Background: an optimization exercise with open tools, aiming at small area and a short achievable clock period. Do not read the settings as production practice.
RTL that was checked went through simulation tests only; none was proved equivalent to the original.
No functional check of the RTL was part of run 2.
No activity file was given, so power comes from the tool's default toggle rates.

[design/flow/flow/run.sh]
#!/bin/bash
# Standard layout, with a plain buffer (buf_2) on every input and output port,
# a clock tree of clkbuf_8 cells and no dummy clock loads.
set -euo pipefail
bash standard.sh "BUFFER_PORTS_ARGS=-buffer_cell sky130_fd_sc_hd__buf_2" \
  "CTS_ARGS=-sink_clustering_enable -repair_clock_nets -dont_use_dummy_load -buf_list sky130_fd_sc_hd__clkbuf_8" \
  finish > make_finish.log 2>&1
[design/flow/design.v]
module fp_multiplier (
    input         sign,
    input         clk,
    input         rst,
    input  [16:0] a,
    input  [16:0] b,
    output [17:0] out,
    output reg    overflow,
    output reg    underflow
);
  wire [17:0] xa = {sign & a[16], a};
  wire [17:0] yb = {sign & b[16], b};
  wire [8:0] neg_d, one_d, two_d;
  wire [18:0] ybz = {yb, 1'b0};
  genvar gi;
  generate for (gi = 0; gi < 9; gi = gi + 1) begin : benc
    wire y2 = ybz[2*gi+2], y1 = ybz[2*gi+1], y0 = ybz[2*gi];
    assign neg_d[gi] = y2 & ~(y1 & y0);
    assign one_d[gi] = y1 ^ y0;
    assign two_d[gi] = (y2 & ~y1 & ~y0) | (~y2 & y1 & y0);
  end endgenerate
  reg [17:0] xr;
  reg [8:0] negr, oner, twor;
  reg s1;
  always @(posedge clk) begin
    xr <= xa; negr <= neg_d; oner <= one_d; twor <= two_d; s1 <= sign;
  end
  wire [4:0] r8sel = one_d[8] ? xa[4:0] : two_d[8] ? {xa[3:0], 1'b0} : 5'd0;
  wire [5:0] r8sum = {1'b0, r8sel ^ {5{neg_d[8]}}} + neg_d[8];
  reg [5:0] r8r;
  always @(posedge clk) r8r <= r8sum;
  wire pp1, pp2, pp3, pp4, pp5, pp6, pp7, pp8, pp9, pp10, pp11, pp12;
  wire pp13, pp14, pp15, pp16, pp17, pp18, pp19, pp20, pp21, pp22, pp23, pp24;
  wire pp25, pp26, pp27, pp28, pp29, pp30, pp31, pp32, pp33, pp34, pp35, pp36;
  wire pp37, pp38, pp39, pp40, pp41, pp42, pp43, pp44, pp45, pp46, pp47, pp48;
  wire pp49, pp50, pp51, pp52, pp53, pp54, pp55, pp56, pp57, pp58, pp59, pp60;
  wire pp61, pp62, pp63, pp64, pp65, pp66, pp67, pp68, pp69, pp70, pp71, pp72;
  wire pp73, pp74, pp75, pp76, pp77, pp78, pp79, pp80, pp81, pp82, pp83, pp84;
  wire pp85, pp86, pp87, pp88, pp89, pp90, pp91, pp92, pp93, pp94, pp95, pp96;
  wire pp97, pp98, pp99, pp100, pp101, pp102, pp103, pp104, pp105, pp106, pp107, pp108;
  wire pp109, pp110, pp111, pp112, pp113, pp114, pp115, pp116, pp117, pp118, pp119, pp120;
  wire pp121, pp122, pp123, pp124, pp125, pp126, pp127, pp128, pp129, pp130, pp131, pp132;
  wire pp133, pp134, pp135, pp136, pp137, pp138, pp139, pp140, pp141, pp142, pp143, pp144;
  wire pp145, pp146, pp147, pp148, pp149, pp150, pp151, pp152, pp153, pp154, pp155, pp156;
  wire pp157, pp158, pp159, pp160, pp161, pp162, pp163, pp164, pp165, pp166, s167, c168;
  wire s169, c170, s171, c172, s173, c174, s175, c176, s177, c178, s179, c180;
  wire s181, c182, s183, c184, s185, c186, s187, c188, s189, c190, s191, c192;
  wire s193, c194, s195, c196, s197, c198, s199, c200, s201, c202, s203, c204;
  wire s205, c206, s207, c208, s209, c210, s211, c212, s213, c214, s215, c216;
  wire s217, c218, s219, c220, s221, c222, s223, c224, s225, c226, s227, c228;
  wire s229, c230, s231, c232, s233, c234, s235, c236, s237, s238, c239, s240;
  wire c241, s242, c243, s244, c245, s246, c247, s248, c249, s250, c251, s252;
  wire c253, s254, c255, s256, c257, s258, c259, s260, c261, s262, c263, s264;
  wire c265, s266, c267, s268, c269, s270, c271, s272, c273, s274, c275, s276;
  wire c277, s278, c279, s280, c281, s282, c283, s284, c285, s286, c287, s288;
  wire c289, s290, c291, s292, c293, s294, c295, s296, c297, s298, c299, s300;
  wire c301, s302, c303, s304, c305, s306, c307, s308, c309, s310, c311, s312;
  wire c313, s314, c315, s316, c317, s318, c319, s320, c321, s322, c323, s324;
  wire s325, c326, s327, c328, s329, c330, s331, c332, s333, c334, s335, c336;
  wire s337, c338, s339, c340, s341, c342, s343, c344, s345, c346, s347, c348;
  wire s349, c350, s351, c352, s353, c354, s355, c356, s357, c358, s359, c360;
  wire s361, c362, s363, c364, s365, c366, s367, c368, s369, c370, s371, c372;
  wire s373, c374, s375, c376, s377, c378, s379, s380, c381, s382, c383, s384;
  wire c385, s386, c387, s388, c389, s390, c391, s392, c393, s394, c395, s396;
  wire c397, s398, c399, s400, c401, s402, c403, s404, c405, s406, c407, s408;
  wire c409, s410, c411, s412, c413, s414, c415, s416, c417, s418, c419, s420;
  wire c421, s422, c423, s424, c425, s426, c427, s428, c429, s430, c431, s432;
  wire c433, s434, c435, s436, c437, s438, c439, s440, c441, s442, lg443, lp444;
  wire lg445, lp446, lg447, lp448, lg449, lp450, lg451, lp452, lg453, lp454, lg455, lp456;
  wire lg457, lp458, lg459, lp460, lg461, lp462, lG463, lP464, lG465, lP466, lG467, lP468;
  wire lG469, lP470, lG471, lP472, lG473, lP474, lG475, lP476, lG477, lP478, lG479, lP480;
  wire lG481, lP482, lG483, lP484, lG485, lP486, lG487, lP488, lG489, lP490, lG491, lP492;
  wire hg493, hp494, hg495, hp496, hg497, hp498, hg499, hp500, hg501, hp502, hg503, hp504;
  wire hg505, hp506, hg507, hp508, hg509, hp510, hg511, hp512, hg513, hp514, hg515, hp516;
  wire hg517, hp518, hg519, hp520, hg521, hp522, hg523, hp524, hg525, hp526, hg527, hp528;
  wire hg529, hp530, hg531, hp532, hg533, hp534, hg535, hp536, hg537, hp538, hg539, hp540;
  wire hg541, hp542, hG543, hP544, hG545, hP546, hG547, hP548, hG549, hP550, hG551, hP552;
  wire hG553, hP554, hG555, hP556, hG557, hP558, hG559, hP560, hG561, hP562, hG563, hP564;
  wire hG565, hP566, hG567, hP568, hG569, hP570, hG571, hP572, hG573, hP574, hG575, hP576;
  wire hG577, hP578, hG579, hP580, hG581, hP582, hG583, hP584, hG585, hP586, hG587, hP588;
  wire hG589, hP590, hG591, hP592, hG593, hP594, hG595, hP596, hG597, hP598, hG599, hP600;
  wire hG601, hP602, hG603, hP604, hG605, hP606, hG607, hP608, hG609, hP610, hG611, hP612;
  wire hG613, hP614, hG615, hP616, hG617, hP618, hG619, hP620, hG621, hP622, hG623, hP624;
  wire hG625, hP626, hG627, hP628, hG629, hP630, hG631, hP632, hG633, hP634, hG635, hP636;
  wire hG637, hP638, hG639, hP640, hG641, hP642, hG643, hP644, hG645, hP646, hG647, hP648;
  wire hG649, hP650;
  assign pp1 = ((oner[0] & xr[0])) ^ negr[0];
  assign pp2 = ((oner[0] & xr[1]) | (twor[0] & xr[0])) ^ negr[0];
  assign pp3 = ((oner[0] & xr[2]) | (twor[0] & xr[1])) ^ negr[0];
  assign pp4 = ((oner[0] & xr[3]) | (twor[0] & xr[2])) ^ negr[0];
  assign pp5 = ((oner[0] & xr[4]) | (twor[0] & xr[3])) ^ negr[0];
  assign pp6 = ((oner[0] & xr[5]) | (twor[0] & xr[4])) ^ negr[0];
  assign pp7 = ((oner[0] & xr[6]) | (twor[0] & xr[5])) ^ negr[0];
  assign pp8 = ((oner[0] & xr[7]) | (twor[0] & xr[6])) ^ negr[0];
  assign pp9 = ((oner[0] & xr[8]) | (twor[0] & xr[7])) ^ negr[0];
  assign pp10 = ((oner[0] & xr[9]) | (twor[0] & xr[8])) ^ negr[0];
  assign pp11 = ((oner[0] & xr[10]) | (twor[0] & xr[9])) ^ negr[0];
  assign pp12 = ((oner[0] & xr[11]) | (twor[0] & xr[10])) ^ negr[0];
  assign pp13 = ((oner[0] & xr[12]) | (twor[0] & xr[11])) ^ negr[0];
  assign pp14 = ((oner[0] & xr[13]) | (twor[0] & xr[12])) ^ negr[0];
  assign pp15 = ((oner[0] & xr[14]) | (twor[0] & xr[13])) ^ negr[0];
  assign pp16 = ((oner[0] & xr[15]) | (twor[0] & xr[14])) ^ negr[0];
  assign pp17 = ((oner[0] & xr[16]) | (twor[0] & xr[15])) ^ negr[0];
  assign pp18 = ((oner[0] & xr[17]) | (twor[0] & xr[16])) ^ negr[0];
  assign pp19 = ((oner[0] & xr[17]) | (twor[0] & xr[17])) ^ negr[0];
  assign pp20 = ~pp19;
  assign pp21 = ((oner[1] & xr[0])) ^ negr[1];
  assign pp22 = ((oner[1] & xr[1]) | (twor[1] & xr[0])) ^ negr[1];
  assign pp23 = ((oner[1] & xr[2]) | (twor[1] & xr[1])) ^ negr[1];
  assign pp24 = ((oner[1] & xr[3]) | (twor[1] & xr[2])) ^ negr[1];
  assign pp25 = ((oner[1] & xr[4]) | (twor[1] & xr[3])) ^ negr[1];
  assign pp26 = ((oner[1] & xr[5]) | (twor[1] & xr[4])) ^ negr[1];
  assign pp27 = ((oner[1] & xr[6]) | (twor[1] & xr[5])) ^ negr[1];
  assign pp28 = ((oner[1] & xr[7]) | (twor[1] & xr[6])) ^ negr[1];
  assign pp29 = ((oner[1] & xr[8]) | (twor[1] & xr[7])) ^ negr[1];
  assign pp30 = ((oner[1] & xr[9]) | (twor[1] & xr[8])) ^ negr[1];
  assign pp31 = ((oner[1] & xr[10]) | (twor[1] & xr[9])) ^ negr[1];
  assign pp32 = ((oner[1] & xr[11]) | (twor[1] & xr[10])) ^ negr[1];
  assign pp33 = ((oner[1] & xr[12]) | (twor[1] & xr[11])) ^ negr[1];
  assign pp34 = ((oner[1] & xr[13]) | (twor[1] & xr[12])) ^ negr[1];
  assign pp35 = ((oner[1] & xr[14]) | (twor[1] & xr[13])) ^ negr[1];
  assign pp36 = ((oner[1] & xr[15]) | (twor[1] & xr[14])) ^ negr[1];
  assign pp37 = ((oner[1] & xr[16]) | (twor[1] & xr[15])) ^ negr[1];
  assign pp38 = ((oner[1] & xr[17]) | (twor[1] & xr[16])) ^ negr[1];
  assign pp39 = ~(((oner[1] & xr[17]) | (twor[1] & xr[17])) ^ negr[1]);
  assign pp40 = ((oner[2] & xr[0])) ^ negr[2];
  assign pp41 = ((oner[2] & xr[1]) | (twor[2] & xr[0])) ^ negr[2];
  assign pp42 = ((oner[2] & xr[2]) | (twor[2] & xr[1])) ^ negr[2];
  assign pp43 = ((oner[2] & xr[3]) | (twor[2] & xr[2])) ^ negr[2];
  assign pp44 = ((oner[2] & xr[4]) | (twor[2] & xr[3])) ^ negr[2];
  assign pp45 = ((oner[2] & xr[5]) | (twor[2] & xr[4])) ^ negr[2];
  assign pp46 = ((oner[2] & xr[6]) | (twor[2] & xr[5])) ^ negr[2];
  assign pp47 = ((oner[2] & xr[7]) | (twor[2] & xr[6])) ^ negr[2];
  assign pp48 = ((oner[2] & xr[8]) | (twor[2] & xr[7])) ^ negr[2];
  assign pp49 = ((oner[2] & xr[9]) | (twor[2] & xr[8])) ^ negr[2];
  assign pp50 = ((oner[2] & xr[10]) | (twor[2] & xr[9])) ^ negr[2];
  assign pp51 = ((oner[2] & xr[11]) | (twor[2] & xr[10])) ^ negr[2];
  assign pp52 = ((oner[2] & xr[12]) | (twor[2] & xr[11])) ^ negr[2];
  assign pp53 = ((oner[2] & xr[13]) | (twor[2] & xr[12])) ^ negr[2];
  assign pp54 = ((oner[2] & xr[14]) | (twor[2] & xr[13])) ^ negr[2];
  assign pp55 = ((oner[2] & xr[15]) | (twor[2] & xr[14])) ^ negr[2];
  assign pp56 = ((oner[2] & xr[16]) | (twor[2] & xr[15])) ^ negr[2];
  assign pp57 = ((oner[2] & xr[17]) | (twor[2] & xr[16])) ^ negr[2];
  assign pp58 = ~(((oner[2] & xr[17]) | (twor[2] & xr[17])) ^ negr[2]);
  assign pp59 = ((oner[3] & xr[0])) ^ negr[3];
  assign pp60 = ((oner[3] & xr[1]) | (twor[3] & xr[0])) ^ negr[3];
  assign pp61 = ((oner[3] & xr[2]) | (twor[3] & xr[1])) ^ negr[3];
  assign pp62 = ((oner[3] & xr[3]) | (twor[3] & xr[2])) ^ negr[3];
  assign pp63 = ((oner[3] & xr[4]) | (twor[3] & xr[3])) ^ negr[3];
  assign pp64 = ((oner[3] & xr[5]) | (twor[3] & xr[4])) ^ negr[3];
  assign pp65 = ((oner[3] & xr[6]) | (twor[3] & xr[5])) ^ negr[3];
  assign pp66 = ((oner[3] & xr[7]) | (twor[3] & xr[6])) ^ negr[3];
  assign pp67 = ((oner[3] & xr[8]) | (twor[3] & xr[7])) ^ negr[3];
  assign pp68 = ((oner[3] & xr[9]) | (twor[3] & xr[8])) ^ negr[3];
  assign pp69 = ((oner[3] & xr[10]) | (twor[3] & xr[9])) ^ negr[3];
  assign pp70 = ((oner[3] & xr[11]) | (twor[3] & xr[10])) ^ negr[3];
  assign pp71 = ((oner[3] & xr[12]) | (twor[3] & xr[11])) ^ negr[3];
  assign pp72 = ((oner[3] & xr[13]) | (twor[3] & xr[12])) ^ negr[3];
  assign pp73 = ((oner[3] & xr[14]) | (twor[3] & xr[13])) ^ negr[3];
  assign pp74 = ((oner[3] & xr[15]) | (twor[3] & xr[14])) ^ negr[3];
  assign pp75 = ((oner[3] & xr[16]) | (twor[3] & xr[15])) ^ negr[3];
  assign pp76 = ((oner[3] & xr[17]) | (twor[3] & xr[16])) ^ negr[3];
  assign pp77 = ~(((oner[3] & xr[17]) | (twor[3] & xr[17])) ^ negr[3]);
  assign pp78 = ((oner[4] & xr[0])) ^ negr[4];
  assign pp79 = ((oner[4] & xr[1]) | (twor[4] & xr[0])) ^ negr[4];
  assign pp80 = ((oner[4] & xr[2]) | (twor[4] & xr[1])) ^ negr[4];
  assign pp81 = ((oner[4] & xr[3]) | (twor[4] & xr[2])) ^ negr[4];
  assign pp82 = ((oner[4] & xr[4]) | (twor[4] & xr[3])) ^ negr[4];
  assign pp83 = ((oner[4] & xr[5]) | (twor[4] & xr[4])) ^ negr[4];
  assign pp84 = ((oner[4] & xr[6]) | (twor[4] & xr[5])) ^ negr[4];
  assign pp85 = ((oner[4] & xr[7]) | (twor[4] & xr[6])) ^ negr[4];
  assign pp86 = ((oner[4] & xr[8]) | (twor[4] & xr[7])) ^ negr[4];
  assign pp87 = ((oner[4] & xr[9]) | (twor[4] & xr[8])) ^ negr[4];
  assign pp88 = ((oner[4] & xr[10]) | (twor[4] & xr[9])) ^ negr[4];
  assign pp89 = ((oner[4] & xr[11]) | (twor[4] & xr[10])) ^ negr[4];
  assign pp90 = ((oner[4] & xr[12]) | (twor[4] & xr[11])) ^ negr[4];
  assign pp91 = ((oner[4] & xr[13]) | (twor[4] & xr[12])) ^ negr[4];
  assign pp92 = ((oner[4] & xr[14]) | (twor[4] & xr[13])) ^ negr[4];
  assign pp93 = ((oner[4] & xr[15]) | (twor[4] & xr[14])) ^ negr[4];
  assign pp94 = ((oner[4] & xr[16]) | (twor[4] & xr[15])) ^ negr[4];
  assign pp95 = ((oner[4] & xr[17]) | (twor[4] & xr[16])) ^ negr[4];
  assign pp96 = ~(((oner[4] & xr[17]) | (twor[4] & xr[17])) ^ negr[4]);
  assign pp97 = ((oner[5] & xr[0])) ^ negr[5];
  assign pp98 = ((oner[5] & xr[1]) | (twor[5] & xr[0])) ^ negr[5];
  assign pp99 = ((oner[5] & xr[2]) | (twor[5] & xr[1])) ^ negr[5];
  assign pp100 = ((oner[5] & xr[3]) | (twor[5] & xr[2])) ^ negr[5];
  assign pp101 = ((oner[5] & xr[4]) | (twor[5] & xr[3])) ^ negr[5];
  assign pp102 = ((oner[5] & xr[5]) | (twor[5] & xr[4])) ^ negr[5];
  assign pp103 = ((oner[5] & xr[6]) | (twor[5] & xr[5])) ^ negr[5];
  assign pp104 = ((oner[5] & xr[7]) | (twor[5] & xr[6])) ^ negr[5];
  assign pp105 = ((oner[5] & xr[8]) | (twor[5] & xr[7])) ^ negr[5];
  assign pp106 = ((oner[5] & xr[9]) | (twor[5] & xr[8])) ^ negr[5];
  assign pp107 = ((oner[5] & xr[10]) | (twor[5] & xr[9])) ^ negr[5];
  assign pp108 = ((oner[5] & xr[11]) | (twor[5] & xr[10])) ^ negr[5];
  assign pp109 = ((oner[5] & xr[12]) | (twor[5] & xr[11])) ^ negr[5];
  assign pp110 = ((oner[5] & xr[13]) | (twor[5] & xr[12])) ^ negr[5];
  assign pp111 = ((oner[5] & xr[14]) | (twor[5] & xr[13])) ^ negr[5];
  assign pp112 = ((oner[5] & xr[15]) | (twor[5] & xr[14])) ^ negr[5];
  assign pp113 = ((oner[5] & xr[16]) | (twor[5] & xr[15])) ^ negr[5];
  assign pp114 = ((oner[5] & xr[17]) | (twor[5] & xr[16])) ^ negr[5];
  assign pp115 = ~(((oner[5] & xr[17]) | (twor[5] & xr[17])) ^ negr[5]);
  assign pp116 = ((oner[6] & xr[0])) ^ negr[6];
  assign pp117 = ((oner[6] & xr[1]) | (twor[6] & xr[0])) ^ negr[6];
  assign pp118 = ((oner[6] & xr[2]) | (twor[6] & xr[1])) ^ negr[6];
  assign pp119 = ((oner[6] & xr[3]) | (twor[6] & xr[2])) ^ negr[6];
  assign pp120 = ((oner[6] & xr[4]) | (twor[6] & xr[3])) ^ negr[6];
  assign pp121 = ((oner[6] & xr[5]) | (twor[6] & xr[4])) ^ negr[6];
  assign pp122 = ((oner[6] & xr[6]) | (twor[6] & xr[5])) ^ negr[6];
  assign pp123 = ((oner[6] & xr[7]) | (twor[6] & xr[6])) ^ negr[6];
  assign pp124 = ((oner[6] & xr[8]) | (twor[6] & xr[7])) ^ negr[6];
  assign pp125 = ((oner[6] & xr[9]) | (twor[6] & xr[8])) ^ negr[6];
  assign pp126 = ((oner[6] & xr[10]) | (twor[6] & xr[9])) ^ negr[6];
  assign pp127 = ((oner[6] & xr[11]) | (twor[6] & xr[10])) ^ negr[6];
  assign pp128 = ((oner[6] & xr[12]) | (twor[6] & xr[11])) ^ negr[6];
  assign pp129 = ((oner[6] & xr[13]) | (twor[6] & xr[12])) ^ negr[6];
  assign pp130 = ((oner[6] & xr[14]) | (twor[6] & xr[13])) ^ negr[6];
  assign pp131 = ((oner[6] & xr[15]) | (twor[6] & xr[14])) ^ negr[6];
  assign pp132 = ((oner[6] & xr[16]) | (twor[6] & xr[15])) ^ negr[6];
  assign pp133 = ((oner[6] & xr[17]) | (twor[6] & xr[16])) ^ negr[6];
  assign pp134 = ~(((oner[6] & xr[17]) | (twor[6] & xr[17])) ^ negr[6]);
  assign pp135 = ((oner[7] & xr[0])) ^ negr[7];
  assign pp136 = ((oner[7] & xr[1]) | (twor[7] & xr[0])) ^ negr[7];
  assign pp137 = ((oner[7] & xr[2]) | (twor[7] & xr[1])) ^ negr[7];
  assign pp138 = ((oner[7] & xr[3]) | (twor[7] & xr[2])) ^ negr[7];
  assign pp139 = ((oner[7] & xr[4]) | (twor[7] & xr[3])) ^ negr[7];
  assign pp140 = ((oner[7] & xr[5]) | (twor[7] & xr[4])) ^ negr[7];
  assign pp141 = ((oner[7] & xr[6]) | (twor[7] & xr[5])) ^ negr[7];
  assign pp142 = ((oner[7] & xr[7]) | (twor[7] & xr[6])) ^ negr[7];
  assign pp143 = ((oner[7] & xr[8]) | (twor[7] & xr[7])) ^ negr[7];
  assign pp144 = ((oner[7] & xr[9]) | (twor[7] & xr[8])) ^ negr[7];
  assign pp145 = ((oner[7] & xr[10]) | (twor[7] & xr[9])) ^ negr[7];
  assign pp146 = ((oner[7] & xr[11]) | (twor[7] & xr[10])) ^ negr[7];
  assign pp147 = ((oner[7] & xr[12]) | (twor[7] & xr[11])) ^ negr[7];
  assign pp148 = ((oner[7] & xr[13]) | (twor[7] & xr[12])) ^ negr[7];
  assign pp149 = ((oner[7] & xr[14]) | (twor[7] & xr[13])) ^ negr[7];
  assign pp150 = ((oner[7] & xr[15]) | (twor[7] & xr[14])) ^ negr[7];
  assign pp151 = ((oner[7] & xr[16]) | (twor[7] & xr[15])) ^ negr[7];
  assign pp152 = ((oner[7] & xr[17]) | (twor[7] & xr[16])) ^ negr[7];
  assign pp153 = ~(((oner[7] & xr[17]) | (twor[7] & xr[17])) ^ negr[7]);
  assign pp154 = ((oner[8] & xr[5]) | (twor[8] & xr[4])) ^ negr[8];
  assign pp155 = ((oner[8] & xr[6]) | (twor[8] & xr[5])) ^ negr[8];
  assign pp156 = ((oner[8] & xr[7]) | (twor[8] & xr[6])) ^ negr[8];
  assign pp157 = ((oner[8] & xr[8]) | (twor[8] & xr[7])) ^ negr[8];
  assign pp158 = ((oner[8] & xr[9]) | (twor[8] & xr[8])) ^ negr[8];
  assign pp159 = ((oner[8] & xr[10]) | (twor[8] & xr[9])) ^ negr[8];
  assign pp160 = ((oner[8] & xr[11]) | (twor[8] & xr[10])) ^ negr[8];
  assign pp161 = ((oner[8] & xr[12]) | (twor[8] & xr[11])) ^ negr[8];
  assign pp162 = ((oner[8] & xr[13]) | (twor[8] & xr[12])) ^ negr[8];
  assign pp163 = ((oner[8] & xr[14]) | (twor[8] & xr[13])) ^ negr[8];
  assign pp164 = ((oner[8] & xr[15]) | (twor[8] & xr[14])) ^ negr[8];
  assign pp165 = ((oner[8] & xr[16]) | (twor[8] & xr[15])) ^ negr[8];
  assign pp166 = ((oner[8] & xr[17]) | (twor[8] & xr[16])) ^ negr[8];
  fp_ha u_s167 (.a(negr[5]), .b(pp11), .s(s167), .co(c168));
  fp_ha u_s169 (.a(pp12), .b(pp30), .s(s169), .co(c170));
  fp_fa u_s171 (.a(negr[6]), .b(pp13), .c(pp31), .s(s171), .co(c172));
  fp_ha u_s173 (.a(pp48), .b(pp65), .s(s173), .co(c174));
  fp_fa u_s175 (.a(pp14), .b(pp32), .c(pp49), .s(s175), .co(c176));
  fp_ha u_s177 (.a(pp66), .b(pp83), .s(s177), .co(c178));
  fp_fa u_s179 (.a(negr[7]), .b(pp15), .c(pp33), .s(s179), .co(c180));
  fp_fa u_s181 (.a(pp50), .b(pp67), .c(pp84), .s(s181), .co(c182));
  fp_ha u_s183 (.a(pp101), .b(pp118), .s(s183), .co(c184));
  fp_fa u_s185 (.a(pp16), .b(pp34), .c(pp51), .s(s185), .co(c186));
  fp_fa u_s187 (.a(pp68), .b(pp85), .c(pp102), .s(s187), .co(c188));
  fp_ha u_s189 (.a(pp119), .b(pp136), .s(s189), .co(c190));
  fp_fa u_s191 (.a(r8r[0]), .b(pp17), .c(pp35), .s(s191), .co(c192));
  fp_fa u_s193 (.a(pp52), .b(pp69), .c(pp86), .s(s193), .co(c194));
  fp_fa u_s195 (.a(pp103), .b(pp120), .c(pp137), .s(s195), .co(c196));
  fp_fa u_s197 (.a(r8r[1]), .b(pp18), .c(pp36), .s(s197), .co(c198));
  fp_fa u_s199 (.a(pp53), .b(pp70), .c(pp87), .s(s199), .co(c200));
  fp_fa u_s201 (.a(pp104), .b(pp121), .c(pp138), .s(s201), .co(c202));
  fp_fa u_s203 (.a(r8r[2]), .b(pp19), .c(pp37), .s(s203), .co(c204));
  fp_fa u_s205 (.a(pp54), .b(pp71), .c(pp88), .s(s205), .co(c206));
  fp_fa u_s207 (.a(pp105), .b(pp122), .c(pp139), .s(s207), .co(c208));
  fp_fa u_s209 (.a(r8r[3]), .b(pp19), .c(pp38), .s(s209), .co(c210));
  fp_fa u_s211 (.a(pp55), .b(pp72), .c(pp89), .s(s211), .co(c212));
  fp_fa u_s213 (.a(pp106), .b(pp123), .c(pp140), .s(s213), .co(c214));
  fp_fa u_s215 (.a(r8r[4]), .b(pp39), .c(pp56), .s(s215), .co(c216));
  fp_fa u_s217 (.a(pp73), .b(pp90), .c(pp107), .s(s217), .co(c218));
  fp_fa u_s219 (.a(pp124), .b(pp141), .c(pp20), .s(s219), .co(c220));
  assign s221 = ~(r8r[5] ^ pp57);
  assign c222 = r8r[5] | pp57;
  fp_fa u_s223 (.a(pp74), .b(pp91), .c(pp108), .s(s223), .co(c224));
  fp_fa u_s225 (.a(pp125), .b(pp142), .c(pp154), .s(s225), .co(c226));
  fp_fa u_s227 (.a(pp58), .b(pp75), .c(pp92), .s(s227), .co(c228));
  fp_fa u_s229 (.a(pp109), .b(pp126), .c(pp143), .s(s229), .co(c230));
  assign s231 = ~(pp76 ^ pp93);
  assign c232 = pp76 | pp93;
  fp_ha u_s233 (.a(pp110), .b(pp127), .s(s233), .co(c234));
  fp_fa u_s235 (.a(pp77), .b(pp94), .c(pp111), .s(s235), .co(c236));
  assign s237 = ~pp95;
  fp_ha u_s238 (.a(negr[3]), .b(pp7), .s(s238), .co(c239));
  fp_ha u_s240 (.a(pp8), .b(pp26), .s(s240), .co(c241));
  fp_fa u_s242 (.a(negr[4]), .b(pp9), .c(pp27), .s(s242), .co(c243));
  fp_ha u_s244 (.a(pp44), .b(pp61), .s(s244), .co(c245));
  fp_fa u_s246 (.a(pp10), .b(pp28), .c(pp45), .s(s246), .co(c247));
  fp_ha u_s248 (.a(pp62), .b(pp79), .s(s248), .co(c249));
  fp_fa u_s250 (.a(pp29), .b(pp46), .c(pp63), .s(s250), .co(c251));
  fp_fa u_s252 (.a(pp80), .b(pp97), .c(s167), .s(s252), .co(c253));
  fp_fa u_s254 (.a(pp47), .b(pp64), .c(pp81), .s(s254), .co(c255));
  fp_fa u_s256 (.a(pp98), .b(c168), .c(s169), .s(s256), .co(c257));
  fp_fa u_s258 (.a(pp82), .b(pp99), .c(pp116), .s(s258), .co(c259));
  fp_fa u_s260 (.a(c170), .b(s173), .c(s171), .s(s260), .co(c261));
  fp_fa u_s262 (.a(pp100), .b(pp117), .c(c174), .s(s262), .co(c263));
  fp_fa u_s264 (.a(s177), .b(c172), .c(s175), .s(s264), .co(c265));
  fp_fa u_s266 (.a(pp135), .b(c178), .c(s183), .s(s266), .co(c267));
  fp_fa u_s268 (.a(c176), .b(s179), .c(s181), .s(s268), .co(c269));
  fp_fa u_s270 (.a(c184), .b(s189), .c(c180), .s(s270), .co(c271));
  fp_fa u_s272 (.a(c182), .b(s185), .c(s187), .s(s272), .co(c273));
  fp_fa u_s274 (.a(c190), .b(c186), .c(c188), .s(s274), .co(c275));
  fp_fa u_s276 (.a(s191), .b(s193), .c(s195), .s(s276), .co(c277));
  fp_fa u_s278 (.a(c192), .b(c194), .c(c196), .s(s278), .co(c279));
  fp_fa u_s280 (.a(s197), .b(s199), .c(s201), .s(s280), .co(c281));
  fp_fa u_s282 (.a(c198), .b(c200), .c(c202), .s(s282), .co(c283));
  fp_fa u_s284 (.a(s203), .b(s205), .c(s207), .s(s284), .co(c285));
  fp_fa u_s286 (.a(c204), .b(c206), .c(c208), .s(s286), .co(c287));
  fp_fa u_s288 (.a(s209), .b(s211), .c(s213), .s(s288), .co(c289));
  fp_fa u_s290 (.a(c210), .b(c212), .c(c214), .s(s290), .co(c291));
  fp_fa u_s292 (.a(s215), .b(s217), .c(s219), .s(s292), .co(c293));
  fp_fa u_s294 (.a(s221), .b(c216), .c(c218), .s(s294), .co(c295));
  fp_fa u_s296 (.a(c220), .b(s223), .c(s225), .s(s296), .co(c297));
  fp_fa u_s298 (.a(pp155), .b(c222), .c(c224), .s(s298), .co(c299));
  fp_fa u_s300 (.a(c226), .b(s227), .c(s229), .s(s300), .co(c301));
  fp_fa u_s302 (.a(pp144), .b(pp156), .c(s231), .s(s302), .co(c303));
  fp_fa u_s304 (.a(s233), .b(c228), .c(c230), .s(s304), .co(c305));
  fp_fa u_s306 (.a(pp128), .b(pp145), .c(pp157), .s(s306), .co(c307));
  fp_fa u_s308 (.a(c232), .b(c234), .c(s235), .s(s308), .co(c309));
  fp_fa u_s310 (.a(pp112), .b(pp129), .c(pp146), .s(s310), .co(c311));
  fp_fa u_s312 (.a(pp158), .b(s237), .c(c236), .s(s312), .co(c313));
  fp_fa u_s314 (.a(pp95), .b(pp96), .c(pp113), .s(s314), .co(c315));
  fp_fa u_s316 (.a(pp130), .b(pp147), .c(pp159), .s(s316), .co(c317));
  assign s318 = ~(pp114 ^ pp131);
  assign c319 = pp114 | pp131;
  fp_ha u_s320 (.a(pp148), .b(pp160), .s(s320), .co(c321));
  fp_fa u_s322 (.a(pp115), .b(pp132), .c(pp149), .s(s322), .co(c323));
  assign s324 = ~pp133;
  fp_ha u_s325 (.a(negr[2]), .b(pp5), .s(s325), .co(c326));
  fp_ha u_s327 (.a(pp6), .b(pp24), .s(s327), .co(c328));
  fp_fa u_s329 (.a(pp25), .b(pp42), .c(pp59), .s(s329), .co(c330));
  fp_fa u_s331 (.a(pp43), .b(pp60), .c(c239), .s(s331), .co(c332));
  fp_fa u_s333 (.a(pp78), .b(c241), .c(s244), .s(s333), .co(c334));
  fp_fa u_s335 (.a(c245), .b(s248), .c(c243), .s(s335), .co(c336));
  fp_fa u_s337 (.a(c249), .b(c247), .c(s250), .s(s337), .co(c338));
  fp_fa u_s339 (.a(c251), .b(s254), .c(c253), .s(s339), .co(c340));
  fp_fa u_s341 (.a(c255), .b(s258), .c(c257), .s(s341), .co(c342));
  fp_fa u_s343 (.a(c259), .b(s262), .c(c261), .s(s343), .co(c344));
  fp_fa u_s345 (.a(c263), .b(s266), .c(c265), .s(s345), .co(c346));
  fp_fa u_s347 (.a(c267), .b(c269), .c(s270), .s(s347), .co(c348));
  fp_fa u_s349 (.a(c271), .b(c273), .c(s274), .s(s349), .co(c350));
  fp_fa u_s351 (.a(c275), .b(c277), .c(s278), .s(s351), .co(c352));
  fp_fa u_s353 (.a(c279), .b(c281), .c(s282), .s(s353), .co(c354));
  fp_fa u_s355 (.a(c283), .b(c285), .c(s286), .s(s355), .co(c356));
  fp_fa u_s357 (.a(c287), .b(c289), .c(s290), .s(s357), .co(c358));
  fp_fa u_s359 (.a(c291), .b(s294), .c(c293), .s(s359), .co(c360));
  fp_fa u_s361 (.a(c295), .b(c297), .c(s298), .s(s361), .co(c362));
  fp_fa u_s363 (.a(s302), .b(c299), .c(c301), .s(s363), .co(c364));
  fp_fa u_s365 (.a(s306), .b(c303), .c(c305), .s(s365), .co(c366));
  fp_fa u_s367 (.a(c307), .b(s310), .c(c309), .s(s367), .co(c368));
  fp_fa u_s369 (.a(c311), .b(s314), .c(s316), .s(s369), .co(c370));
  fp_fa u_s371 (.a(s318), .b(s320), .c(c315), .s(s371), .co(c372));
  fp_fa u_s373 (.a(pp161), .b(c319), .c(c321), .s(s373), .co(c374));
  fp_fa u_s375 (.a(pp150), .b(pp162), .c(s324), .s(s375), .co(c376));
  fp_fa u_s377 (.a(pp133), .b(pp134), .c(pp151), .s(s377), .co(c378));
  assign s379 = ~pp152;
  fp_ha u_s380 (.a(negr[1]), .b(pp3), .s(s380), .co(c381));
  fp_ha u_s382 (.a(pp4), .b(pp22), .s(s382), .co(c383));
  fp_fa u_s384 (.a(pp23), .b(pp40), .c(s325), .s(s384), .co(c385));
  fp_fa u_s386 (.a(pp41), .b(c326), .c(s327), .s(s386), .co(c387));
  fp_fa u_s388 (.a(c328), .b(s238), .c(s329), .s(s388), .co(c389));
  fp_fa u_s390 (.a(s240), .b(c330), .c(s331), .s(s390), .co(c391));
  fp_fa u_s392 (.a(s242), .b(c332), .c(s333), .s(s392), .co(c393));
  fp_fa u_s394 (.a(s246), .b(c334), .c(s335), .s(s394), .co(c395));
  fp_fa u_s396 (.a(s252), .b(c336), .c(s337), .s(s396), .co(c397));
  fp_fa u_s398 (.a(s256), .b(c338), .c(s339), .s(s398), .co(c399));
  fp_fa u_s400 (.a(s260), .b(c340), .c(s341), .s(s400), .co(c401));
  fp_fa u_s402 (.a(s264), .b(c342), .c(s343), .s(s402), .co(c403));
  fp_fa u_s404 (.a(s268), .b(c344), .c(s345), .s(s404), .co(c405));
  fp_fa u_s406 (.a(s272), .b(c346), .c(s347), .s(s406), .co(c407));
  fp_fa u_s408 (.a(s276), .b(c348), .c(s349), .s(s408), .co(c409));
  fp_fa u_s410 (.a(s280), .b(c350), .c(s351), .s(s410), .co(c411));
  fp_fa u_s412 (.a(s284), .b(c352), .c(s353), .s(s412), .co(c413));
  fp_fa u_s414 (.a(s288), .b(c354), .c(s355), .s(s414), .co(c415));
  fp_fa u_s416 (.a(s292), .b(c356), .c(s357), .s(s416), .co(c417));
  fp_fa u_s418 (.a(s296), .b(c358), .c(s359), .s(s418), .co(c419));
  fp_fa u_s420 (.a(s300), .b(c360), .c(s361), .s(s420), .co(c421));
  fp_fa u_s422 (.a(s304), .b(c362), .c(s363), .s(s422), .co(c423));
  fp_fa u_s424 (.a(s308), .b(s365), .c(c364), .s(s424), .co(c425));
  fp_fa u_s426 (.a(s312), .b(c366), .c(s367), .s(s426), .co(c427));
  fp_fa u_s428 (.a(c313), .b(s369), .c(c368), .s(s428), .co(c429));
  fp_fa u_s430 (.a(c317), .b(c370), .c(s371), .s(s430), .co(c431));
  fp_fa u_s432 (.a(s322), .b(s373), .c(c372), .s(s432), .co(c433));
  fp_fa u_s434 (.a(c323), .b(s375), .c(c374), .s(s434), .co(c435));
  fp_fa u_s436 (.a(pp163), .b(c376), .c(s377), .s(s436), .co(c437));
  fp_fa u_s438 (.a(pp164), .b(s379), .c(c378), .s(s438), .co(c439));
  fp_fa u_s440 (.a(pp152), .b(pp153), .c(pp165), .s(s440), .co(c441));
  assign s442 = ~pp166;
  assign lg443 = (negr[0] & pp1);
  assign lp444 = (negr[0] ^ pp1);
  assign lg445 = (pp2 & 1'b0);
  assign lp446 = (pp2 ^ 1'b0);
  assign lg447 = (s380 & pp21);
  assign lp448 = (s380 ^ pp21);
  assign lg449 = (c381 & s382);
  assign lp450 = (c381 ^ s382);
  assign lg451 = (c383 & s384);
  assign lp452 = (c383 ^ s384);
  assign lg453 = (c385 & s386);
  assign lp454 = (c385 ^ s386);
  assign lg455 = (c387 & s388);
  assign lp456 = (c387 ^ s388);
  assign lg457 = (c389 & s390);
  assign lp458 = (c389 ^ s390);
  assign lg459 = (c391 & s392);
  assign lp460 = (c391 ^ s392);
  assign lg461 = (c393 & s394);
  assign lp462 = (c393 ^ s394);
  assign lG463 = lg445 | (lp446 & lg443);
  assign lP464 = lp446 & lp444;
  assign lG465 = lg449 | (lp450 & lg447);
  assign lP466 = lp450 & lp448;
  assign lG467 = lg453 | (lp454 & lg451);
  assign lP468 = lp454 & lp452;
  assign lG469 = lg457 | (lp458 & lg455);
  assign lP470 = lp458 & lp456;
  assign lG471 = lg461 | (lp462 & lg459);
  assign lP472 = lp462 & lp460;
  assign lG473 = lg447 | (lp448 & lG463);
  assign lP474 = lp448 & lP464;
  assign lG475 = lG465 | (lP466 & lG463);
  assign lP476 = lP466 & lP464;
  assign lG477 = lg455 | (lp456 & lG467);
  assign lP478 = lp456 & lP468;
  assign lG479 = lG469 | (lP470 & lG467);
  assign lP480 = lP470 & lP468;
  assign lG481 = lg451 | (lp452 & lG475);
  assign lP482 = lp452 & lP476;
  assign lG483 = lG467 | (lP468 & lG475);
  assign lP484 = lP468 & lP476;
  assign lG485 = lG477 | (lP478 & lG475);
  assign lP486 = lP478 & lP476;
  assign lG487 = lG479 | (lP480 & lG475);
  assign lP488 = lP480 & lP476;
  assign lG489 = lg459 | (lp460 & lG487);
  assign lP490 = lp460 & lP488;
  assign lG491 = lG471 | (lP472 & lG487);
  assign lP492 = lP472 & lP488;
  wire ck_w = lG491;
  wire [9:0] lzt = {((c393 ^ s394) ~^ (c391 | s392)), ((c391 ^ s392) ~^ (c389 | s390)), ((c389 ^ s390) ~^ (c387 | s388)), ((c387 ^ s388) ~^ (c385 | s386)), ((c385 ^ s386) ~^ (c383 | s384)), ((c383 ^ s384) ~^ (c381 | s382)), ((c381 ^ s382) ~^ (s380 | pp21)), ((s380 ^ pp21) ~^ (pp2 | 1'b0)), ((pp2 ^ 1'b0) ~^ (negr[0] | pp1)), ~(negr[0] ^ pp1)};
  wire [9:0] lot = {(c393 ^ s394), (c391 ^ s392), (c389 ^ s390), (c387 ^ s388), (c385 ^ s386), (c383 ^ s384), (c381 ^ s382), (s380 ^ pp21), (pp2 ^ 1'b0), (negr[0] ^ pp1)};
  wire [23:0] ha_w = {c441, c439, c437, c435, c433, c431, c429, c427, c425, c423, c421, c419, c417, c415, c413, c411, c409, c407, c405, c403, c401, c399, c397, c395};
  wire [23:0] hb_w = {s442, s440, s438, s436, s434, s432, s430, s428, s426, s424, s422, s420, s418, s416, s414, s412, s410, s408, s406, s404, s402, s400, s398, s396};
  reg [23:0] ra, rb;
  reg lor, land, ck, s2, rst_d;
  always @(posedge clk) begin
    ra <= ha_w; rb <= hb_w; s2 <= s1; rst_d <= rst;
    lor <= ~&lzt; land <= &lot; ck <= ck_w;
  end
  assign hg493 = (ck & ck);
  assign hp494 = (ck ^ ck);
  assign hg495 = (ra[0] & rb[0]);
  assign hp496 = (ra[0] ^ rb[0]);
  assign hg497 = (ra[1] & rb[1]);
  assign hp498 = (ra[1] ^ rb[1]);
  assign hg499 = (ra[2] & rb[2]);
  assign hp500 = (ra[2] ^ rb[2]);
  assign hg501 = (ra[3] & rb[3]);
  assign hp502 = (ra[3] ^ rb[3]);
  assign hg503 = (ra[4] & rb[4]);
  assign hp504 = (ra[4] ^ rb[4]);
  assign hg505 = (ra[5] & rb[5]);
  assign hp506 = (ra[5] ^ rb[5]);
  assign hg507 = (ra[6] & rb[6]);
  assign hp508 = (ra[6] ^ rb[6]);
  assign hg509 = (ra[7] & rb[7]);
  assign hp510 = (ra[7] ^ rb[7]);
  assign hg511 = (ra[8] & rb[8]);
  assign hp512 = (ra[8] ^ rb[8]);
  assign hg513 = (ra[9] & rb[9]);
  assign hp514 = (ra[9] ^ rb[9]);
  assign hg515 = (ra[10] & rb[10]);
  assign hp516 = (ra[10] ^ rb[10]);
  assign hg517 = (ra[11] & rb[11]);
  assign hp518 = (ra[11] ^ rb[11]);
  assign hg519 = (ra[12] & rb[12]);
  assign hp520 = (ra[12] ^ rb[12]);
  assign hg521 = (ra[13] & rb[13]);
  assign hp522 = (ra[13] ^ rb[13]);
  assign hg523 = (ra[14] & rb[14]);
  assign hp524 = (ra[14] ^ rb[14]);
  assign hg525 = (ra[15] & rb[15]);
  assign hp526 = (ra[15] ^ rb[15]);
  assign hg527 = (ra[16] & rb[16]);
  assign hp528 = (ra[16] ^ rb[16]);
  assign hg529 = (ra[17] & rb[17]);
  assign hp530 = (ra[17] ^ rb[17]);
  assign hg531 = (ra[18] & rb[18]);
  assign hp532 = (ra[18] ^ rb[18]);
  assign hg533 = (ra[19] & rb[19]);
  assign hp534 = (ra[19] ^ rb[19]);
  assign hg535 = (ra[20] & rb[20]);
  assign hp536 = (ra[20] ^ rb[20]);
  assign hg537 = (ra[21] & rb[21]);
  assign hp538 = (ra[21] ^ rb[21]);
  assign hg539 = (ra[22] & rb[22]);
  assign hp540 = (ra[22] ^ rb[22]);
  assign hg541 = (ra[23] & rb[23]);
  assign hp542 = (ra[23] ^ rb[23]);
  assign hG543 = hg495 | (hp496 & hg493);
  assign hP544 = hp496 & hp494;
  assign hG545 = hg499 | (hp500 & hg497);
  assign hP546 = hp500 & hp498;
  assign hG547 = hg503 | (hp504 & hg501);
  assign hP548 = hp504 & hp502;
  assign hG549 = hg507 | (hp508 & hg505);
  assign hP550 = hp508 & hp506;
  assign hG551 = hg511 | (hp512 & hg509);
  assign hP552 = hp512 & hp510;
  assign hG553 = hg515 | (hp516 & hg513);
  assign hP554 = hp516 & hp514;
  assign hG555 = hg519 | (hp520 & hg517);
  assign hP556 = hp520 & hp518;
  assign hG557 = hg523 | (hp524 & hg521);
  assign hP558 = hp524 & hp522;
  assign hG559 = hg527 | (hp528 & hg525);
  assign hP560 = hp528 & hp526;
  assign hG561 = hg531 | (hp532 & hg529);
  assign hP562 = hp532 & hp530;
  assign hG563 = hg535 | (hp536 & hg533);
  assign hP564 = hp536 & hp534;
  assign hG565 = hg539 | (hp540 & hg537);
  assign hP566 = hp540 & hp538;
  assign hG567 = hg497 | (hp498 & hG543);
  assign hP568 = hp498 & hP544;
  assign hG569 = hG545 | (hP546 & hG543);
  assign hP570 = hP546 & hP544;
  assign hG571 = hg505 | (hp506 & hG547);
  assign hP572 = hp506 & hP548;
  assign hG573 = hG549 | (hP550 & hG547);
  assign hP574 = hP550 & hP548;
  assign hG575 = hg513 | (hp514 & hG551);
  assign hP576 = hp514 & hP552;
  assign hG577 = hG553 | (hP554 & hG551);
  assign hP578 = hP554 & hP552;
  assign hG579 = hg521 | (hp522 & hG555);
  assign hP580 = hp522 & hP556;
  assign hG581 = hG557 | (hP558 & hG555);
  assign hP582 = hP558 & hP556;
  assign hG583 = hg529 | (hp530 & hG559);
  assign hP584 = hp530 & hP560;
  assign hG585 = hG561 | (hP562 & hG559);
  assign hP586 = hP562 & hP560;
  assign hG587 = hg537 | (hp538 & hG563);
  assign hP588 = hp538 & hP564;
  assign hG589 = hG565 | (hP566 & hG563);
  assign hP590 = hP566 & hP564;
  assign hG591 = hg501 | (hp502 & hG569);
  assign hP592 = hp502 & hP570;
  assign hG593 = hG547 | (hP548 & hG569);
  assign hP594 = hP548 & hP570;
  assign hG595 = hG571 | (hP572 & hG569);
  assign hP596 = hP572 & hP570;
  assign hG597 = hG573 | (hP574 & hG569);
  assign hP598 = hP574 & hP570;
  assign hG599 = hg517 | (hp518 & hG577);
  assign hP600 = hp518 & hP578;
  assign hG601 = hG555 | (hP556 & hG577);
  assign hP602 = hP556 & hP578;
  assign hG603 = hG579 | (hP580 & hG577);
  assign hP604 = hP580 & hP578;
  assign hG605 = hG581 | (hP582 & hG577);
  assign hP606 = hP582 & hP578;
  assign hG607 = hg533 | (hp534 & hG585);
  assign hP608 = hp534 & hP586;
  assign hG609 = hG563 | (hP564 & hG585);
  assign hP610 = hP564 & hP586;
  assign hG611 = hG587 | (hP588 & hG585);
  assign hP612 = hP588 & hP586;
  assign hG613 = hG589 | (hP590 & hG585);
  assign hP614 = hP590 & hP586;
  assign hG615 = hg509 | (hp510 & hG597);
  assign hP616 = hp510 & hP598;
  assign hG617 = hG551 | (hP552 & hG597);
  assign hP618 = hP552 & hP598;
  assign hG619 = hG575 | (hP576 & hG597);
  assign hP620 = hP576 & hP598;
  assign hG621 = hG577 | (hP578 & hG597);
  assign hP622 = hP578 & hP598;
  assign hG623 = hG599 | (hP600 & hG597);
  assign hP624 = hP600 & hP598;
  assign hG625 = hG601 | (hP602 & hG597);
  assign hP626 = hP602 & hP598;
  assign hG627 = hG603 | (hP604 & hG597);
  assign hP628 = hP604 & hP598;
  assign hG629 = hG605 | (hP606 & hG597);
  assign hP630 = hP606 & hP598;
  assign hG631 = hg541 | (hp542 & hG613);
  assign hP632 = hp542 & hP614;
  assign hG633 = hg525 | (hp526 & hG629);
  assign hP634 = hp526 & hP630;
  assign hG635 = hG559 | (hP560 & hG629);
  assign hP636 = hP560 & hP630;
  assign hG637 = hG583 | (hP584 & hG629);
  assign hP638 = hP584 & hP630;
  assign hG639 = hG585 | (hP586 & hG629);
  assign hP640 = hP586 & hP630;
  assign hG641 = hG607 | (hP608 & hG629);
  assign hP642 = hP608 & hP630;
  assign hG643 = hG609 | (hP610 & hG629);
  assign hP644 = hP610 & hP630;
  assign hG645 = hG611 | (hP612 & hG629);
  assign hP646 = hP612 & hP630;
  assign hG647 = hG613 | (hP614 & hG629);
  assign hP648 = hP614 & hP630;
  assign hG649 = hG631 | (hP632 & hG629);
  assign hP650 = hP632 & hP630;
  wire [33:10] ph = {(hp542 ^ hG647), (hp540 ^ hG645), (hp538 ^ hG643), (hp536 ^ hG641), (hp534 ^ hG639), (hp532 ^ hG637), (hp530 ^ hG635), (hp528 ^ hG633), (hp526 ^ hG629), (hp524 ^ hG627), (hp522 ^ hG625), (hp520 ^ hG623), (hp518 ^ hG621), (hp516 ^ hG619), (hp514 ^ hG617), (hp512 ^ hG615), (hp510 ^ hG597), (hp508 ^ hG595), (hp506 ^ hG593), (hp504 ^ hG591), (hp502 ^ hG569), (hp500 ^ hG567), (hp498 ^ hG543), (hp496 ^ hg493)};
  wire neg = s2 & ph[33];
  wire ovf_w = neg ? ~&ph[33:25] : |ph[33:24];
  wire unf_w = neg ? ~(&ph[15:10] & land) : (|ph[15:10] | lor);
  wire clr = rst | rst_d;
  reg [17:0] out_r;
  always @(posedge clk) begin
    out_r     <= clr ? 18'd0 : ph[31:14];
    overflow  <= clr ? 1'b0 : ovf_w;
    underflow <= clr ? 1'b0 : unf_w;
  end
  assign out = out_r;
endmodule
module fp_fa (input a, input b, input c, output s, output co);
  assign s = a ^ b ^ c;
  assign co = (a & b) | (c & (a ^ b));
endmodule
module fp_ha (input a, input b, output s, output co);
  assign s = a ^ b;
  assign co = a & b;
endmodule
[design/flow/standard.sh]
#!/bin/bash
# synth_recipe.tcl (not shown) runs the flow's synth.tcl, then flattens the netlist and writes it again
# the make line also repeats each setting of config.mk as NAME=value (left out here)
make -C /OpenROAD-flow-scripts/flow DESIGN_CONFIG=/design/flow/config.mk WORK_HOME=/design/flow/orfs CLKGATE_MAP_FILE= SYNTH_SCRIPT=/design/flow/synth_recipe.tcl "${@:-finish}"
[design/flow/config.mk]
export PLATFORM = sky130hd
export DESIGN_NAME = fp_multiplier
export DESIGN_NICKNAME = fp_multiplier
export VERILOG_FILES = /design/flow/design.v
export SDC_FILE = /design/flow/constraint.sdc
export NUM_CORES = 4
export LEC_CHECK = 0
export CAP_MARGIN = 20
export CORE_MARGIN = 2
export CORE_UTILIZATION = 40
export SETUP_SLACK_MARGIN = 4.8
export SLEW_MARGIN = 20
export SYNTH_HIERARCHICAL = 1
[design/flow/constraint.sdc]
create_clock -name core_clock -period 8.0 [get_ports {clk}]
set_input_delay 1.6000 -clock core_clock [delete_from_list [all_inputs] [get_ports {clk}]]
set_output_delay 1.6000 -clock core_clock [all_outputs]
set_load 0.01 [all_outputs]
==> out/results.txt, run 1 <==
The completed layout was analyzed and its total power is 3.846 mW. Timing would allow up to 0.3219 GHz. From left edge to right edge, the die measures 164.3 um. Summing all placed instances gives a cell area of 10,660 um^2. The fraction of layout cells with a size suffix above 1 is 14.94%, and the die height is 164.3 um.

The detailed-route DRC error count came out at 0. The flow ran to the end and the layout has no timing, DRC or antenna violations. In the layout the commonest cells are sky130_fd_sc_hd__xnor2_1 (172), sky130_fd_sc_hd__a22oi_1 (148), sky130_fd_sc_hd__fa_1 (122). The netlist area before placement came out at 10,270 um^2. The endpoint identified for the worst register-to-register timing path is lor$_DFF_P_. At the later pin of the worst-skew pair, clock insertion delay measures 450 ps. The worst endpoint required time is 8290 ps. Sequential elements use 24.36% of the synthesized area. The floorplan step defined a die boundary enclosing 26,980 um^2. The total negative slack for setup checks was 0 ps; the actual slew at the worst max-slew pin was 831.5 ps.

The placeable core region is 25,180 um^2, and the number of buffer cells added on primary ports is 56. IR analysis of the VDD net gives a maximum drop of 0.1175 mV. The run gives 57 as the number of placed I/O pins. The worst register-to-register path has a depth of 9. For this block, the routed nets add up to 24,180 um of wire. Hold repair after CTS inserted 0 buffers.

In this run the most critical hold path is launched from s1$_DFF_P_. TritonCTS built the clock tree. The path type of the worst setup path is reg2reg. The buffer levels on the longest clock path is 2. The final layout contains 1,205 nets. Data arrives at the worst endpoint at 3400 ps. 0 antenna diodes ended up in the layout. The count of synthesis-stage warnings from yosys came out at 7. For this run the aggregate overflow at the end of global routing stands at 0. The highest metal layer carrying signal wires in the routed design is met4. The number of instances in the synthesized netlist was 980. Setup repair after global routing could not meet its margin everywhere. Endpoint type of the worst setup path: a flip-flop. The final-report hold violation count was 0.

Initial antenna violation count: 1. The final clock period utilization by the worst path was 38.83%; the number of nets still failing antenna checks after routing was 0. In the routed layout, each cell is associated on average with a via count of 5.411. The cell count of the worst hold path works out to 0.

Setup violations remaining at the end of the flow were counted as 0. The most used flip-flop cell after synthesis is sky130_fd_sc_hd__dfxtp_1. The pin count of the biggest net entering global routing was 22. Between clock sinks in the finished design, the worst skew comes to 23.35 ps. For the filler cell count, the log shows 2,437. Clock tree synthesis selected as its root buffer the cell sky130_fd_sc_hd__clkbuf_8.

Dividing the detail-routed wire length by the instance count gives 18.50 um. The CTS H-tree depth is 4, and the length of routed wiring on met1 is 11,840 um. Relative to the synthesized area, the layout overhead comes to 8.137%.

The worst setup path is launched from a flip-flop. The number of global-route vias before repair is 7,143. Across the run, the number of max-cap violations was 0. The register-to-register path setup slack was 4890 ps; the number of clock sinks was 125.

For this block, the initial DRC count from the detailed router was 664. In this run the worst path has a maximum fanout of 18. Worst hold-check path type: reg2reg.

In this run the mean area of a mapped cell was 10.48 um^2. In this run, CTS created clock tree buffers numbering 17. At the end of routability-driven placement, the weighted congestion stood at 0.8609. The analysis attributes to cell leakage a power of 4.366 nW. Counting flops with a built-in enable in the synthesized netlist gives 0. The run gives 414.9 ps as the worst hold slack. The time the final worst path needs with I/O delays and setup was 3106 ps; the post-synthesis sequential element count was 125. At the end of the flow the core is filled with cells to 44.11%. For the HPWL after detailed placement, the log shows 17,690 um.

For the site row count, the log shows 58. The path with the worst hold slack has its endpoint at s2$_DFF_P_. The remaining max-slew budget at the tightest pin is 44.49%. Across every metal layer, demand over resource in global routing totals 18.86%. When the netlist entered floorplanning its net count stood at 1,206.

In the synthesized netlist the async set-or-reset flop fraction comes to 0%. The netlist uses 51 different library cells. The worst register-to-register path begins at twor[4]$_DFF_P_. The routed design uses 10,400 um of met2 wire.

Detailed routing inserted a total of 7,072 vias. For the post-route cell area, the log shows 11,110 um^2. Leaving out fill and tap cells, the most frequent cell in the layout is sky130_fd_sc_hd__xnor2_1. The first detailed-routing pass ran for 5 iterations. After clock tree synthesis, the clock-pin slew on the worst setup and hold paths is 70 ps. The first global-routing pass estimated 39,120 um of wire. The initial cell density of the core is 40.79%. The routed design uses 1726 um of met3 wire. Max-slew violation count: 0. The power per unit of standard cell area came out at 346.3 nW/um^2.
==> power by group <==
part	internal [mW]	switching (mW)	total (mW)
combinational	1.16	1.31	2.47
clock	0.186	0.209	0.395
sequential	0.834	0.144	0.978
==> cell type report <==
class | count | area (um^2) | area share, %
Tap cell | 330 | 412.9 | 3.717
Timing Repair Buffer | 73 | 415.4 | 3.740
Sequential cell | 125 | 2599 | 23.39
Inverter | 36 | 135.1 | 1.216
Clock buffer | 17 | 234.0 | 2.106
Multi-Input combinational cell | 726 | 7312 | 65.83
==> stage by stage <==
| stage | instances | setup slack (ps) |
|---|---|---|
| 6_report | 1307 | 4894 |
| 5_1_grt | 1307 | 4718 |
| 4_1_cts | 1296 | 4795 |
| 3_5_place_dp | 1279 | 4385 |
| 3_3_place_gp | 1279 | 4443 |
| 2_1_floorplan | 980 | 4799 |
==> kinds of logic after synthesis <==
logic type               after synthesis  share of synthesized area, %
AO/OA/AOI/OAI                        220                         15.90
XOR/XNOR                             196                         16.71
adder cells (fa/ha/maj)              189                         31.94
buffers and inverters                129                         4.714
flip-flops                           125                         24.36
AND/OR/NAND/NOR                      118                         6.090
multiplexers                           3                        0.2923
==> layer usage <==
layer	up-vias	global-route usage (%)
li1	3324	-
met1	3474	27.99
met2	258	27.67
met3	16	4.192
met4	0	4.785
met5	-	0
==> repair_timing <==
| item | CTS | global route |
|---|---|---|
| endpoints found under the setup margin | 31 | 10 |
| pin swaps | 1 | 1 |
| hold endpoints to repair | 0 | 0 |
| gates resized for setup | 40 | 24 |
| buffers inserted | 0 | 11 |
==> worst max-delay path, stage by stage, from the launching register on <==
cell and delay [ps]:
sky130_fd_sc_hd__dfxtp_2 590, sky130_fd_sc_hd__a22oi_1 140, sky130_fd_sc_hd__xnor2_1 160, sky130_fd_sc_hd__ha_1 300, sky130_fd_sc_hd__fa_1 520, sky130_fd_sc_hd__fa_1 440, sky130_fd_sc_hd__ha_1 340, sky130_fd_sc_hd__xnor2_1 150
sky130_fd_sc_hd__nor4_1 190, sky130_fd_sc_hd__nand3_1 120
==> synth_stat cells (all sizes together) (8+ instances only) <==
cell type | n | share of area, %
nor2 | 23 | 0.84
fa | 122 | 24
dfxtp | 125 | 24
xor2 | 23 | 2.0
inv | 36 | 1.3
ha | 67 | 8.2
clkbuf | 70 | 2.6
o21ai | 27 | 1.4
buf | 23 | 0.84
a21oi | 15 | 0.84
a21o | 8 | 0.58
nand2 | 26 | 0.95
xnor2 | 173 | 15
a22oi | 149 | 11
nor2b | 15 | 0.91
==> per-module statistics from Yosys, one instance, submodules excluded <==
module	area, um^2	cells inside
fp_multiplier	7730	847
fp_ha	12.51	1
fp_fa	20.02	1
==> state kept, by name, indices dropped and copies added (netlist names), 6 cells and up <==
name,flops
negr,9
ra,24
twor,9
oner,9
xr,18
rb,24
out_r,18
r8r,6
==> how the worst max path moves through the flow <==
| stage | startpoint | to | slack (ps) |
|---|---|---|---|
| after CTS | negr[3]$_DFF_P_ | lor$_DFF_P_ | 4800 |
| after global placement | oner[0]$_DFF_P_ | rb[9]$_DFF_P_ | 4440 |
| final | twor[4]$_DFF_P_ | lor$_DFF_P_ | 4890 |
| after detailed placement | oner[0]$_DFF_P_ | rb[10]$_DFF_P_ | 4380 |
| after floorplan | xr[7]$_DFF_P_ | ck$_DFF_P_ | 4800 |
| after global routing | ra[0]$_DFF_P_ | overflow$_SDFF_PP0_ | 4720 |
==> run 2, diff against run 1 <==
--- a/design/flow/design.v
+++ b/design/flow/design.v
@@ -5,8 +5,8 @@
     input  [16:0] a,
     input  [16:0] b,
     output [17:0] out,
-    output reg    overflow,
-    output reg    underflow
+    output        overflow,
+    output        underflow
 );
   wire [17:0] xa = {sign & a[16], a};
   wire [17:0] yb = {sign & b[16], b};
@@ -448,7 +448,8 @@
   wire [9:0] lot = {(c393 ^ s394), (c391 ^ s392), (c389 ^ s390), (c387 ^ s388), (c385 ^ s386), (c383 ^ s384), (c381 ^ s382), (s380 ^ pp21), (pp2 ^ 1'b0), (negr[0] ^ pp1)};
   wire [23:0] ha_w = {c441, c439, c437, c435, c433, c431, c429, c427, c425, c423, c421, c419, c417, c415, c413, c411, c409, c407, c405, c403, c401, c399, c397, c395};
   wire [23:0] hb_w = {s442, s440, s438, s436, s434, s432, s430, s428, s426, s424, s422, s420, s418, s416, s414, s412, s410, s408, s406, s404, s402, s400, s398, s396};
-  reg [23:0] ra, rb;
+  reg [23:0] ra;
+  reg [23:0] rb;
   reg lor, land, ck, s2, rst_d;
   always @(posedge clk) begin
     ra <= ha_w; rb <= hb_w; s2 <= s1; rst_d <= rst;
@@ -618,11 +619,22 @@
   wire unf_w = neg ? ~(&ph[15:10] & land) : (|ph[15:10] | lor);
   wire clr = rst | rst_d;
   reg [17:0] out_r;
+  wire ovf0_w = |ph[32:24];
+  wire ovf1_w = ~s2 | ~&ph[32:25];
+  wire unf0_w = (|ph[15:10] | lor);
+  wire unf1_w = s2 ? ~(&ph[15:10] & land) : (|ph[15:10] | lor);
+  wire p33_w = ph[33];
+  reg ovf0_r, ovf1_r, unf0_r, unf1_r, p33_r;
   always @(posedge clk) begin
-    out_r     <= clr ? 18'd0 : ph[31:14];
-    overflow  <= clr ? 1'b0 : ovf_w;
-    underflow <= clr ? 1'b0 : unf_w;
+    out_r  <= clr ? 18'd0 : ph[31:14];
+    ovf0_r <= clr ? 1'b0 : ovf0_w;
+    ovf1_r <= clr ? 1'b0 : ovf1_w;
+    unf0_r <= clr ? 1'b0 : unf0_w;
+    unf1_r <= clr ? 1'b0 : unf1_w;
+    p33_r  <= p33_w;
   end
+  assign overflow = p33_r ? ovf1_r : ovf0_r;
+  assign underflow = p33_r ? unf1_r : unf0_r;
   assign out = out_r;
 endmodule
 module fp_fa (input a, input b, input c, output s, output co);
==> out/results.txt, run 2 <==
The run finished with no timing, DRC or antenna violations. The power after layout was 3.777 mW. The number of instances in the synthesized netlist is 976. The detail route stage leaves a number of antenna-violating nets equal to 0. The count of synthesis-stage warnings from yosys came out at 7.

In the layout the commonest cells are sky130_fd_sc_hd__xnor2_1 (174), sky130_fd_sc_hd__a22oi_1 (148), sky130_fd_sc_hd__fa_1 (122). The worst pin sits at a relative slew slack of 45.06%. The initial antenna violation count is 0, and the weighted congestion reported at the end of routability-driven placement is 0.8441.

The final clock period utilization by the worst path was 38.85%; the number of placed I/O pins was 57. Row generation in the floorplan step produced 58 rows. Once the floorplan was initialized, standard cells occupied 40.71% of the core.

The detailed router put a total of 11,340 um of wire on met1. TritonCTS built the clock tree. Max-cap violations in this run came to 0.

After detailed routing, the number of vias per cell comes to 5.329. The leading cell type in the layout, fill and taps excluded was sky130_fd_sc_hd__xnor2_1. Counting along the longest clock path gives a buffer depth of 2. The core region is 25,180 um^2. Relative to the synthesized area, the layout overhead comes to 9.398%. The time the final worst path needs with I/O delays and setup was 3108 ps. For the via count, the log shows 7,008. The critical path in this run is classified as reg2reg. The logs give 24.99% for the sequential element share of the synthesized area and 0 ps for the total negative slack for setup checks.

The die is 164.1 um wide. Buffers inserted during clock tree synthesis total 17. Summed over all layers, the routed wires come to 24,040 um.

After synthesis the cells add up to 10,250 um^2. In the final routed layout, each cell accounts on average for 18.28 um. The worst setup path is captured at a flip-flop.

For this design the static power due to leakage is 4.418 nW. The synthesized area per cell is 10.50 um^2. Buffers placed on the I/O ports in this run total 56.

In the final design database the tool counted 1,213 nets. The root buffer cell is sky130_fd_sc_hd__clkbuf_8. The tree built by TritonCTS fans out to 128 sinks.

The global-route wire length before repair is 38,280 um. The actual slew at the worst max-slew pin is 823.0 ps. Data on the critical path arrives at its endpoint at 3430 ps. The finished cells cover 11,220 um^2. For the max-slew violation count, the log shows 0. The largest registers in the layout are ra x24, rb x24. Counting flops with a built-in enable in the synthesized netlist gives 0. After clock tree synthesis, the clock-pin slew on the worst setup and hold paths is 90 ps. Counting the fill cells in the layout gives 2,372.

Routed signal wires occupy layers up through met4. Summed over all nets, wire length on met3 after detailed routing comes to 2067 um. The peak clock frequency supported by timing is 0.3217 GHz, and the largest clock skew in the final design is 35.76 ps. Peak supply drop: 0.1126 mV.

The largest area contributor in the synthesized netlist is sky130_fd_sc_hd__dfxtp_1. STA classifies the critical path startpoint as a flip-flop. The post-synthesis sequential element count works out to 128. Entering global routing, the biggest net connects 22 pins.

For this design, the CTS-stage hold fixing added 0 buffers. In the final layout, the multi-input gates occupy 7234 um^2. In the global route stage, overall resource usage came out at 18.56%. The run gives 10,650 um^2 as the post-placement cell area. The run gives 1,202 as the net count after synthesis. Ranked by total cell area, the synthesized netlist is headed by sky130_fd_sc_hd__dfxtp_1 (25%), sky130_fd_sc_hd__fa_1 (24%), sky130_fd_sc_hd__xnor2_1 (15%). The tools report the CTS H-tree depth as 4. Share of Yosys cell area claimed by the top area cell type: 24.99%.

The final-report hold violation count was 0. The final number of setup-violating endpoints is 0. Among all flip-flop cells after synthesis, the most frequent one is sky130_fd_sc_hd__dfxtp_1.

Detailed routing placed a total of 10,430 um of wire on met2. The first detailed-routing pass took 6 iterations. The run gives 0 as the detailed-route DRC error count. The logs give 6,871 for the number of global-route vias before repair and 450 ps for the clock insertion delay at the later pin of the skew report. The fraction of layout cells with a size suffix above 1 works out to 15.84%. The share of synthesized registers carrying an async set or reset is 0%, and the die height is 164.1 um. The worst hold-check path type was reg2reg. By count the netlist is led by sky130_fd_sc_hd__xnor2_1 (175), sky130_fd_sc_hd__a22oi_1 (149), sky130_fd_sc_hd__dfxtp_1 (128), sky130_fd_sc_hd__fa_1 (122), sky130_fd_sc_hd__clkbuf_1 (74). Combined flip-flop and latch cell area: 2666 um^2. Setup repair after global routing left no endpoint under its margin. For the diode insertion count for antenna repair, the log shows 0. The tools report the worst endpoint required time as 8320 ps.

The logs give 26,930 um^2 for the die area and 643 for the number of DRC violations after detailed-routing iteration 0. In this run, distinct cell masters in the synthesized netlist total 47. Dominant cell by count in the synthesized netlist: sky130_fd_sc_hd__xnor2_1. The remaining global-route overflow was 0. Power spread over the standard cell area amounts to 336.8 nW/um^2.

Once detailed placement completed, the half-perimeter wirelength came to 17,710 um. Along the worst path, the maximum fanout reaches 18.
==> run 2: logic make-up after synthesis <==
family	Yosys count	synth area share [%]
compound gates	218	15.56
xor+xnor	196	16.74
fa+ha+maj	189	32.00
flops	128	24.99
buf+inv	125	4.577
simple gates	118	5.907
mux	2	0.2197
==> run 2: where the power goes <==
group	switching [mW]	internal [mW]
Combinational	1.27	1.11
Sequential	0.142	0.852
Clock	0.214	0.186
==> run 2: area by class of cell <==
type	count	share of cell area, %
clock buffer	17	2.086
sequential	128	23.77
multi-input combinational	723	64.50
tap	330	3.681
timing repair buffer	84	4.853
inverter	33	1.104
==> run 2: modules after synthesis, one instance, submodules excluded <==
| module | flops+latches | times used |
|---|---|---|
| fp_fa | 0 | 117 |
| fp_multiplier | 128 | 1 |
| fp_ha | 0 | 16 |
==> run 2: worst paths after layout <==
path | from | end | depth (start not counted) | slack, ps
worst max-delay path | xr[15]$_DFF_P_ | rb[9]$_DFF_P_ | 6 | 4890
worst min register to register | s1$_DFF_P_ | s2$_DFF_P_ | 0 | 400
worst min-delay path | s1$_DFF_P_ | s2$_DFF_P_ | 0 | 400
worst max register to register | xr[15]$_DFF_P_ | rb[9]$_DFF_P_ | 6 | 4890
==> run 2: metal layers <==
layer,vias to the layer above,global-route usage [%]
li1,3340,-
met1,3378,26.95
met2,273,27.81
met3,17,5.025
met4,0,3.628
met5,-,0
==> run 2: per-stage QoR <==
stage	hold WS [ps]	setup WS (ps)	util (%)	instances
floorplan	309.6	4768	-	976
global placement	412.9	4429	42.27	1276
detailed placement	409.1	4408	42.27	1276
CTS	389.8	4762	43.48	1293
global route	417.4	4803	44.54	1315
finish	398.3	4892	44.54	1315
==> run 2: timing repair <==
| item | 4_1_cts | 5_1_grt |
|---|---|---|
| setup endpoints to repair | 29 | 9 |
| pin swaps | 0 | 1 |
| setup buffers | 0 | 22 |
| endpoints found under the hold margin | 0 | 0 |
| resized for setup | 43 | 27 |
==> run 2: worst max-delay path, stage by stage (launching register included) <==
cell and delay (ps):
sky130_fd_sc_hd__dfxtp_2 610, sky130_fd_sc_hd__a22oi_1 150, sky130_fd_sc_hd__xnor2_1 330, sky130_fd_sc_hd__fa_1 510, sky130_fd_sc_hd__fa_1 460, sky130_fd_sc_hd__fa_1 540, sky130_fd_sc_hd__fa_1 400

-- afterwards: timing with drivers on the ports --
Ports are ideal in the flow. The routed layouts listed here were re-timed in OpenROAD. Step 1: set_driving_cell puts a clkbuf_16 on clk and a buf_2 on each other input, an assumption about the parent block. Step 2 also shifts input and output timing later by t, the mid clock arrival at the registers, as if the neighbouring blocks saw the same clock. Three values: ideal, step 1, step 2; two values: the first two.
run	t (ns)	slack for setup (ns)	hold WS [ns]	clock arrival spread, ns
run 1	0.477	4.894 / 4.894 / 4.882	0.415 / 0.415 / 0.415	0.023 / 0.023
run 2	0.474	4.892 / 4.892 / 4.892	0.398 / 0.398 / 0.398	0.040 / 0.040
After both steps setup and hold are still met in every run listed. For run 1, which loses most, drivers alone change the setup slack by 0.000 ns; drivers and shift together by -0.012 ns.
